This design comes from an exercise in tuning for a short achievable clock period and few clock cycles on the open sky130 flow, not from production work. Only the layout flow was run in this run; the RTL was not checked for function there.

==> flow/design.v <==
module ALU(
        input [15:0] in1,in2,
        input [2:0] op,
        output [15:0] out,
        output [3:0] flags
    );
    wire z,s,o;
    reg c;
    reg [15:0] val;
    always @(*) begin
        c = 1'b0;
        case (op)
            3'b000: {c,val} = in1 + in2;
            3'b001: begin
                val = in1 - in2;
                c = !val[15];
            end
            3'b010: val = in1 * in2;
            3'b011: val = in1 >> in2;
            3'b100: val = in1 & in2;
            3'b101: val = in1 | in2;
            3'b110: val = in1 ^ in2;
            3'b111: val = in1 << in2;
        endcase
    end
    assign o = out[15] ^ out[14];
    assign z = (out == 0)? 1'b1 : 1'b0;
    assign s = out[15];
    assign flags = {c,z,s,o};
    assign out = val;
endmodule
module MCU  (
        input clk,reset,
        input [15:0] data_in,
        input mem_ready,
        output reg [15:0] addr_bus,
        output reg mem_en,write_en,
        output reg [15:0] data_out
    );
    localparam ST_FETCH = 3'b000;
    localparam ST_DECODE = 3'b001;
    localparam ST_EXECUTE = 3'b010;
    localparam ST_WRITEBACK = 3'b100;
    localparam ST_DONE = 3'b111;
    localparam REG_PC = 4'b0100;
    localparam REG_SP = 4'b0101;
    localparam REG_FLG = 4'b0110;
    localparam REG_CTL = 4'b0111;
    localparam OP_JUMP = 4'b1000;
    localparam OP_LOAD = 4'b1001;
    localparam OP_MOVE = 4'b1010;
    reg [2:0] state;
    reg [15:0] ir;
    reg [15:0] r[0:7];
    wire [3:0] op = ir[3:0];
    wire is_alu = !op[3];
    wire [3:0] x = ir[7:4];
    wire [3:0] y = ir[11:8];
    wire [3:0] z = ir[15:12];
    wire [3:0] flags = r[REG_FLG][3:0];
    wire [15:0] alu_op1 = x[3] ? {13'b0, x[2:0]} : r[x[2:0]];
    wire [15:0] alu_op2 = y[3] ? {13'b0, y[2:0]} : r[y[2:0]];
    wire [15:0] alu_out;
    wire [3:0] alu_flags;
    ALU alu(
            .op(op[2:0]),
            .in1(alu_op1),
            .in2(alu_op2),
            .flags(alu_flags),
            .out(alu_out)
        );
    reg mem_read,mem_write,jmp_en,decr_y,incr_z,reg_write;
    reg [15:0] out;  
    reg [15:0] new_pc;
    integer i;
    always @(posedge clk or negedge reset) begin
        if (!reset) begin
            for(i=0;i<8;i=i+1) begin
                r[i] <= 0;
            end
            state <= 0;
            ir <= 0;
            mem_read <= 0;
            mem_en <= 0;
            write_en <= 0;
        end else begin
            case(state)
                ST_FETCH: begin
                    mem_read <= 1'b0;
                    mem_write <= 1'b0;
                    incr_z <= 1'b0;
                    decr_y <= 1'b0;
                    jmp_en <= 1'b0;
                    reg_write <= 1'b0;
                    if (mem_ready) begin
                        ir <= data_in;
                        mem_en <= 1'b0;
                        state <= ST_DECODE;
                    end else begin
                        addr_bus <= r[REG_PC];
                        mem_en <= 1'b1;
                        write_en <= 1'b0;
                        state <= ST_FETCH;
                    end
                end
                ST_DECODE:begin
                    if (op == OP_MOVE) begin  
                        mem_read <= x[0];
                        mem_write <= x[1];
                        incr_z <= x[2];
                        decr_y <= x[3];
                        reg_write <= !x[1] && (z < 4'b0111);
                        out <= y[3] ? {13'b0, y[2:0]} : r[y[2:0]];
                    end else if (op == OP_JUMP) begin  
                        jmp_en <= ((x&flags)==y)?1'b1:1'b0;
                        out <= z[3] ? {13'b0, z[2:0]} : r[z[2:0]];
                        reg_write <= (z < 4'b0111);
                    end else if (op == OP_LOAD) begin  
                        out <= z[3] ? {x,y,r[z[2:0]][7:0]} : {r[z[2:0]][15:8],x,y};
                        reg_write <= (z[2:0] != 3'b111);
                    end else if (is_alu) begin
                        reg_write <= (z < 4'b0111);
                    end
                    state <= ST_EXECUTE;
                end
                ST_EXECUTE:begin
                    if (is_alu) begin
                        out <= alu_out;
                        new_pc <= r[REG_PC] + 1;
                        r[REG_FLG][3:0] <= {alu_flags};
                        state <= ST_WRITEBACK;
                    end else if(mem_read) begin
                        if (mem_ready) begin
                            out <= data_in;
                            mem_en <= 1'b0;
                            write_en <= 1'b0;
                            new_pc <= r[REG_PC] + 1;
                            state <= ST_WRITEBACK;
                        end else begin
                            addr_bus <= y[3]?{13'b0, y[2:0]}:r[y[2:0]];
                            mem_en <= 1'b1;
                            write_en <= 1'b0;
                            state <= ST_EXECUTE;
                        end
                    end else if (jmp_en) begin
                        new_pc <= out;
                        state <= ST_WRITEBACK;
                    end else begin
                        new_pc <= r[REG_PC] + 1;
                        state <= ST_WRITEBACK;
                    end
                end
                ST_WRITEBACK:begin
                    if(mem_write) begin
                        if (mem_ready) begin
                            mem_en <= 1'b0;
                            state <= ST_DONE;
                        end else begin
                            addr_bus <= z[3]?{13'b0, z[2:0]}:r[z[2:0]];
                            data_out <= out;
                            mem_en <= 1'b1;
                            write_en <= 1'b1;
                            state <= ST_WRITEBACK;
                        end
                    end else begin
                        if (reg_write) r[z[2:0]] <= out;
                        state <= ST_DONE;
                    end
                end
                ST_DONE: begin
                    r[REG_PC] <= new_pc;
                    if(incr_z && !z[3]) r[z[2:0]] <= r[z[2:0]] + 1;
                    if(decr_y && !y[3]) r[y[2:0]] <= r[y[2:0]] - 1;
                    state <= ST_FETCH;
                end
                default: state <= state;
            endcase
        end
    end
endmodule
==> flow/run.sh <==
#!/bin/bash
# synth_recipe.tcl (not shown) runs the flow's synth.tcl, then flattens the netlist and writes it again
# the make line also repeats each setting of config.mk as NAME=value (left out here)
make -C /OpenROAD-flow-scripts/flow DESIGN_CONFIG=/design/flow/config.mk WORK_HOME=/design/flow/orfs CLKGATE_MAP_FILE= SYNTH_SCRIPT=/design/flow/synth_recipe.tcl finish
==> flow/config.mk <==
export PLATFORM = sky130hd
export DESIGN_NAME = MCU
export DESIGN_NICKNAME = MCU
export VERILOG_FILES = /design/flow/design.v
export SDC_FILE = /design/flow/constraint.sdc
export NUM_CORES = 4
export LEC_CHECK = 0
export CAP_MARGIN = 20
export CORE_MARGIN = 2
export CORE_UTILIZATION = 40
export SLEW_MARGIN = 20
==> flow/constraint.sdc <==
create_clock -name core_clock -period 12.0 [get_ports {clk}]
set_input_delay 2.4000 -clock core_clock [delete_from_list [all_inputs] [get_ports {clk}]]
set_output_delay 2.4000 -clock core_clock [all_outputs]
set_load 0.01 [all_outputs]
==> reports/qor.csv <==
metric,value,unit
die_x,255,um
synthesis.area,0.0251,mm2
syn-num-nets,3366,
cp_top_family,adder cells,
cts_buffer_depth,3,
port-buffer-count,52,
worst-setup-path-type,reg -> reg,
placed_cells,3907,
slew_headroom,17.9,%
r2r_start,ir[6]$_DFFE_PN0P_,
synth-seq-cells,219,
worst-path-stages,35,
synth_flop_cell,dfrtp_1,
drc,0,
wl_per_cell,34.8,um
hold_buffers,0,
critPathSlowestCell,dfrtp_1,
drv_cap,0,
finalWirelength,138000,um
end_kind,flop,
synth-edff-count,69,
first_global_vias,25800,
clk_latency,0.64,ns
dr.pass1.iters,8,
syn_inst,3168,
dp_hpwl,102000,um
die_height,255,um
synth_area_leader_cell,dfrtp_1,
area_delta_synth_final,8.88,%
cts.reportedPaths.clkPinSlew,0.07,ns
yosysTopAreaCellShare,14.9,%
finalCriticalPeriod,9.57,ns
grt_overflow,0,
worstPathMaxFanout,21,
finalSetupTns,0,ns
slowest_delay,1.01,ns
finalSetupViolations,0,
clock-sinks,219,
cts_resized,0,
required,12.52,ns
rr_worst_depth,35,
dr.first_iter.drc_count,3942,
cp-start-kind,flop,
post-place-ws,2.67,ns
crit_buf_inv,8,
finalClockSkew,0.0551,ns
vias,27300,
ys_types,116,
crit_top_cell,inv_1,
antenna_found_initial,3,
cts_setup_buffers,0,
place_congestion,1.13,
crit_arrival,10.08,ns
yosys_warnings,3,
start_util,40.6,%
status,timing/DRC/antenna clean,
whs_path_depth,2,
worst_pin_slew,1.23,ns
die-area,0.0649,mm2
finalMaxSlewViolations,0,
cp-endpoint,r[6][2]$_DFFE_PN0P_,
pin_count,53,
nNetsFinal,3301,
cts_tree,yes,
drive_above_1_share,9.50,%
ys_async_sr_fraction,68.5,%
period_share,79.7,%
r2r-end,r[6][2]$_DFFE_PN0P_,
track_usage,41.9,%
yosysSeqAreaShare,23.2,%
grt_pass1_wl,194000,um
finalNonFillerCells,3965,
rsz0062_at_grt,no,
r2r_slack,2.43,ns
core-area,0.0619,mm2
max_freq,0.105,GHz
vias_per_cell,6.88,
crit_path_start,ir[6]$_DFFE_PN0P_,
cts_max_level,1,
layout_setup_ws,2.43,ns
synth_area_leaders,"dfrtp_1, edfxtp_1, fa_1, nand2_1, nor2_1",
syn_avg_cell_area,7.93,um2
antenna_left,0,
rows,91,
hold_path_class,reg -> reg,
cts_root_buf,clkbuf_16,
finalHoldViolations,0,
numCtsBuffers,29,
grt_max_degree,75,
==> through the flow <==
step                hold slack (ns)  util [%]  area (um2)
floorplan                     0.441         -       25100
global placement              0.478      42.4       26300
detailed placement            0.473      42.5       26300
CTS                           0.486      44.1       27300
global route                  0.521      44.2       27400
finish                        0.481      44.2       27400
==> cells in the final DEF, fill, tap and decap left out, types with 33 or more instances in the layout <==
master	instances
nor2_1	361
fa_1	82
nand2b_1	42
nand2_1	370
a211oi_1	143
inv_1	173
ha_1	97
o22ai_1	57
o31ai_1	94
nand3_1	48
a21oi_1	175
o21ai_0	203
nor3_1	65
edfxtp_1	69
buf_4	101
nor2b_1	33
clkdlybuf4s50_1	51
dfrtp_1	144
o211ai_1	46
xnor2_1	65
mux2i_1	127
==> worst register-to-register path, delay by kind of cell (launching register included) <==
family / cells / cell delay [ns]
buf+inv: 8 / 1.25
flops: 1 / 1.01
xor+xnor: 1 / 0.22
fa+ha+maj: 8 / 2.86
simple gates: 9 / 1.39
compound gates: 9 / 2.78
==> cells by family after synthesis <==
| family | share of synthesized area [%] |
|---|---|
| and+or+nand+nor | 19.7 |
| AOI/OAI and AO/OA | 27.9 |
| buffers and inverters | 7.92 |
| DFF | 23.2 |
| adders and majority gates | 11.4 |
| muxes | 6.49 |
| xor gates and xnor gates | 3.42 |
==> area by class of cell <==
cell class,instances,area (um2)
diodes,2,5.00
clock inverters,19,225
flip-flops and latches,219,5830
multi-input cells,2509,17500
well taps,837,1050
fillers,6284,34600
clock buffers,35,758
inverters,189,712
repair buffers,155,1310
==> cell usage after synthesis (all sizes together) (34+ instances only) <==
| cell | number |
|---|---|
| a21oi | 177 |
| nand2 | 373 |
| o22ai | 59 |
| mux2i | 127 |
| nor3 | 73 |
| o21ai | 223 |
| ha | 97 |
| edfxtp | 69 |
| o31ai | 99 |
| clkbuf | 167 |
| a221oi | 34 |
| xnor2 | 71 |
| inv | 189 |
| buf | 84 |
| nand2b | 43 |
| o211ai | 47 |
| o221ai | 34 |
| a211oi | 147 |
| nand3 | 51 |
| fa | 82 |
| dfrtp | 150 |
| nor2 | 376 |
==> per-layer routing <==
metal	routed length [um]	up-vias	track usage, %
met4	14300	0	35.7
li1	-	11400	-
met2	59700	1934	63.7
met1	50300	13400	50.6
met3	13900	557	8.96
met5	0	-	0
==> registers in the layout (all words and copies together), names as in the netlist, 3 cells and up <==
register and flops:
r 128, addr_bus 16, data_out 16, ir 16
new_pc 16, out 16, state 3
==> worst min path at each step <==
stage / slack, ns / endpoint / from
3_3_place_gp: 0.48 / mem_en$_DFFE_PN0P_ / mem_en$_DFFE_PN0P_
6_report: 0.48 / mem_en$_DFFE_PN0P_ / mem_en$_DFFE_PN0P_
2_1_floorplan: 0.44 / data_out[10]$_DFFE_PP_ / out[10]$_DFFE_PP_
3_5_place_dp: 0.47 / mem_en$_DFFE_PN0P_ / mem_en$_DFFE_PN0P_
4_1_cts: 0.49 / mem_en$_DFFE_PN0P_ / mem_en$_DFFE_PN0P_
5_1_grt: 0.52 / mem_en$_DFFE_PN0P_ / mem_en$_DFFE_PN0P_

separate check: timing with driven ports:
The results above use ideal ports. As a check the final layout listed here was re-extracted and re-timed, cells and wires unchanged. Step 1, drivers: a clkbuf_16 drives clk and a buf_2 each remaining input, both assumed. Step 2, shift: input delay + t, output delay - t, t = (earliest + latest rising clock arrival at the registers) / 2. This alone moves slack from input paths to output paths. Three values: ideal, step 1, step 2; two values: the first two.
shift t [ns]: 0.661
slack for setup (ns): 2.431 / 2.431 / 2.431
worst setup path at the end: register to register
clock arrival spread, ns: 0.055 / 0.055
slew at the worst register clock pin (ns): 0.08 / 0.08
After both steps setup and hold are still met in this run. The setup slack of this run moves by 0.000 ns with the drivers and by 0.000 ns with both steps.
